This is an optimization exercise on Yosys and OpenROAD, whose aim is small area and a short achievable clock period, not a production implementation.
The RTL was checked by simulation tests, not by an equivalence proof against the original design.

Setup of exp/onyx:
## top_pip
module top_pip(input [15:0] X,Y,
input [3:0] sn_1,
input clk,
input reset,
input [15:0] theta_in,
output reg [3:0] sn_op,
output reg [15:0] theta_op,
output reg [15:0] Xo,Yo);
Size: about 8,300 cells after synthesis, roughly 530 flip-flops, roughly 0.067 sq mm of cells after synthesis.
export LEC_CHECK = 0
export CAP_MARGIN = 20
export CORE_MARGIN = 2
export CORE_UTILIZATION = 40
export SLEW_MARGIN = 20
create_clock -name core_clock -period 5.5 [get_ports {clk}]
run.sh (not shown) runs the stock make flow with config.mk's settings and CLKGATE_MAP_FILE= SYNTH_SCRIPT=/design/flow/synth_recipe.tcl, a recipe that flattens the netlist after the stock synthesis.
exp/onyx finished end to end and its layout was clean on timing, DRC and antenna.
--- input diff exp/onyx..exp/zinc ---
==> flow/flow/run.sh (new file) <==
#!/bin/bash
# The standard layout, with Yosys's generic synthesis run without its quick
# ABC pass (SYNTH_ARGS=-noabc): the full adders are then extracted from the
# unmapped logic and need no polarity-fixing inverters.  Everything else,
# including the final ABC mapping, is the standard flow.
set -euo pipefail
bash standard.sh SYNTH_ARGS=-noabc finish > orfs_make.log 2>&1
==> flow/standard.sh (new file) <==
#!/bin/bash
# synth_recipe.tcl (not shown) runs the flow's synth.tcl, then flattens the netlist and writes it again
# the make line also repeats each setting of config.mk as NAME=value (left out here)
make -C /OpenROAD-flow-scripts/flow DESIGN_CONFIG=/design/flow/config.mk WORK_HOME=/design/flow/orfs CLKGATE_MAP_FILE= SYNTH_SCRIPT=/design/flow/synth_recipe.tcl "${@:-finish}"
removed: flow/run.sh
[summary]
- exp/zinc: full flow OK, the timing, design-rule and antenna checks passed
- Between exp/zinc and exp/onyx, the post-CTS clock slew at the launch and capture registers of the worst setup and hold paths figures differ only marginally.
- Going from exp/onyx to exp/zinc, number of ordinary and repair buffers in the finished layout grows by 41.
- exp/zinc ends up with lower number of buffer and inverter instances along the worst setup path than exp/onyx does.
- Compared with exp/onyx, exp/zinc shows a detailed-routing wirelength on met1 that is about 0.5% lower.
- Looking at worst setup path endpoint, the st[7].xr[15]$_DFF_P_ result is from exp/onyx; the st[6].xr[15]$_DFF_P_ one comes from exp/zinc.
- For exp/zinc, the uppermost signal routing layer after detailed routing was met5, unlike exp/onyx, where it was met4.
- In exp/zinc, the arrival time at the worst endpoint came out 60 ps below the value in exp/onyx.
- Compared to exp/onyx, exp/zinc reaches a higher achievable clock.
- Against exp/onyx, wire length of the first global-routing pass in exp/zinc fell by a few percent.
- Between exp/zinc and exp/onyx, it is exp/zinc whose total placed cells including tap cells is lower, by 10%.
What exp/violet does differently from exp/zinc at the input level:
==> flow/run.sh (new file) <==
#!/bin/bash
# synth_recipe.tcl (not shown) runs the flow's synth.tcl, then flattens the netlist and writes it again
# the make line also repeats each setting of config.mk as NAME=value (left out here)
make -C /OpenROAD-flow-scripts/flow DESIGN_CONFIG=/design/flow/config.mk WORK_HOME=/design/flow/orfs CLKGATE_MAP_FILE= SYNTH_SCRIPT=/design/flow/synth_recipe.tcl finish
diff --git a/flow/config.mk b/flow/config.mk
--- a/flow/config.mk
+++ b/flow/config.mk
@@ -8,4 +8,4 @@
 export CAP_MARGIN = 20
 export CORE_MARGIN = 2
-export CORE_UTILIZATION = 40
+export CORE_UTILIZATION = 65
 export SLEW_MARGIN = 20
removed: flow/flow/run.sh
removed: flow/standard.sh
==> notes.md <==
Total length of routed met3 wires (exp/violet vs. exp/zinc) increases by more than a quarter
Diff exp/zinc -> exp/violet: final cell count without fillers +about 2%.
Across both runs, maximum fanout along the worst path was higher for exp/violet than for exp/zinc.
NOTE sum of routed wire segments on met1 exp/zinc->exp/violet decreased by more than 10%
Delta (exp/violet minus exp/zinc): maximum frequency fell by about 0.75%; xor and xnor area share after synthesis fell by 0.80 points.
Multi-input combinational area share delta (exp/violet -> exp/zinc): insignificant
diff inputs: exp/violet => exp/ember
diff --git a/flow/config.mk b/flow/config.mk
--- a/flow/config.mk
+++ b/flow/config.mk
@@ -8,4 +8,5 @@
 export CAP_MARGIN = 20
 export CORE_MARGIN = 2
-export CORE_UTILIZATION = 65
+export CORE_UTILIZATION = 40
+export SETUP_SLACK_MARGIN = 1.0
 export SLEW_MARGIN = 20
==> comparison <==
- From exp/violet to exp/ember the numbers moved as follows: post-route clock period utilization went down; clock buffer count in the final layout went up.
- Lower layout cell share with drive strength beyond 1 was reported by exp/violet, not exp/ember.
- STATUS final critical-path required period: exp/ember wins against exp/violet
- As of exp/ember, via count had risen slightly compared to exp/violet.

---

run A:
top_pip, a different RTL version from the one above (not shown whole).
Size: ~8600 cells after synthesis, ~510 flip-flops, roughly 110 I/O pins, about 0.060 mm² of cells after synthesis.
==> flow/config.mk <==
export PLATFORM = sky130hd
export DESIGN_NAME = top_pip
export DESIGN_NICKNAME = top_pip
export VERILOG_FILES = /design/flow/design.v
export SDC_FILE = /design/flow/constraint.sdc
export NUM_CORES = 4
export LEC_CHECK = 0
export ABC_AREA = 1
export CAP_MARGIN = 20
export CORE_MARGIN = 2
export CORE_UTILIZATION = 40
export SETUP_SLACK_MARGIN = 2.0
export SLEW_MARGIN = 20
==> flow/constraint.sdc <==
create_clock -name core_clock -period 5.5 [get_ports {clk}]
set_input_delay 1.1000 -clock core_clock [delete_from_list [all_inputs] [get_ports {clk}]]
set_output_delay 1.1000 -clock core_clock [all_outputs]
set_load 0.01 [all_outputs]
standard.sh (not shown) runs the stock make flow with config.mk's settings and CLKGATE_MAP_FILE= SYNTH_SCRIPT=/design/flow/synth_recipe.tcl, a recipe that flattens the netlist after the stock synthesis.
==> flow/flow/run.sh <==
#!/bin/bash
# The standard layout, with Yosys's generic synthesis run without its quick
# ABC pass (SYNTH_ARGS=-noabc): the full adders are then extracted from the
# unmapped logic and need no polarity-fixing inverters.  Everything else,
# including the final ABC mapping, is the standard flow.
set -euo pipefail
bash standard.sh SYNTH_ARGS=-noabc finish > orfs_make.log 2>&1
> inputs changed (run A -> run B)
# run A
export LEC_CHECK = 0
export ABC_AREA = 1
export CAP_MARGIN = 20
export CORE_MARGIN = 2
export CORE_UTILIZATION = 40
export SETUP_SLACK_MARGIN = 2.0
export SLEW_MARGIN = 20
create_clock -name core_clock -period 5.5 [get_ports {clk}]
# run B
export LEC_CHECK = 0
export ABC_AREA = 1
export CAP_MARGIN = 20
export CORE_MARGIN = 2
export CORE_UTILIZATION = 55
export SLEW_MARGIN = 20
create_clock -name core_clock -period 5.5 [get_ports {clk}]
## What came out
Changes observed in run B relative to run A: number of cells on the critical path shrank by 4; share of final layout cell area taken by non-clock buffers shrank by 10 points.

-- afterwards: timing with drivers on the ports --
No port has a modelled driver above. Below, the same layouts with a new extraction and two added sets of constraints. Step 1 assumes that a clkbuf_16 drives the clock port and a buf_2 every other input. Step 2 times the ports against the registers' clock, not the clock port: input delays grow and output delays shrink by t, the midpoint of the rising clock arrivals with the driver on. Three values: ideal ports, drivers, drivers and shift; two values: the first two.
| run | t, ns | slack for setup (ns) | worst setup path at the end | worst register clock-pin slew, ns |
|---|---|---|---|---|
| exp/onyx | 0.780 | 0.221 / 0.221 / -0.239 | input to register | 0.07 / 0.07 |
| exp/zinc | 0.761 | 0.287 / 0.287 / -0.295 | input to register | 0.07 / 0.07 |
| exp/violet | 0.774 | 0.248 / 0.248 / -0.333 | input to register | 0.08 / 0.08 |
| exp/ember | 0.752 | 0.799 / 0.855 / 0.103 | input to register | 0.08 / 0.08 |
| run A | 0.740 | 1.439 / 1.439 / 0.811 | input to register | 0.07 / 0.07 |
| run B | 0.746 | 0.432 / 0.432 / -0.031 | input to register | 0.07 / 0.07 |
Met with ideal ports but missed after step 2: setup timing in exp/onyx, exp/zinc, exp/violet and run B. The setup slack of exp/ember, which loses most, moves by +0.056 ns with the drivers and by -0.696 ns with both steps.
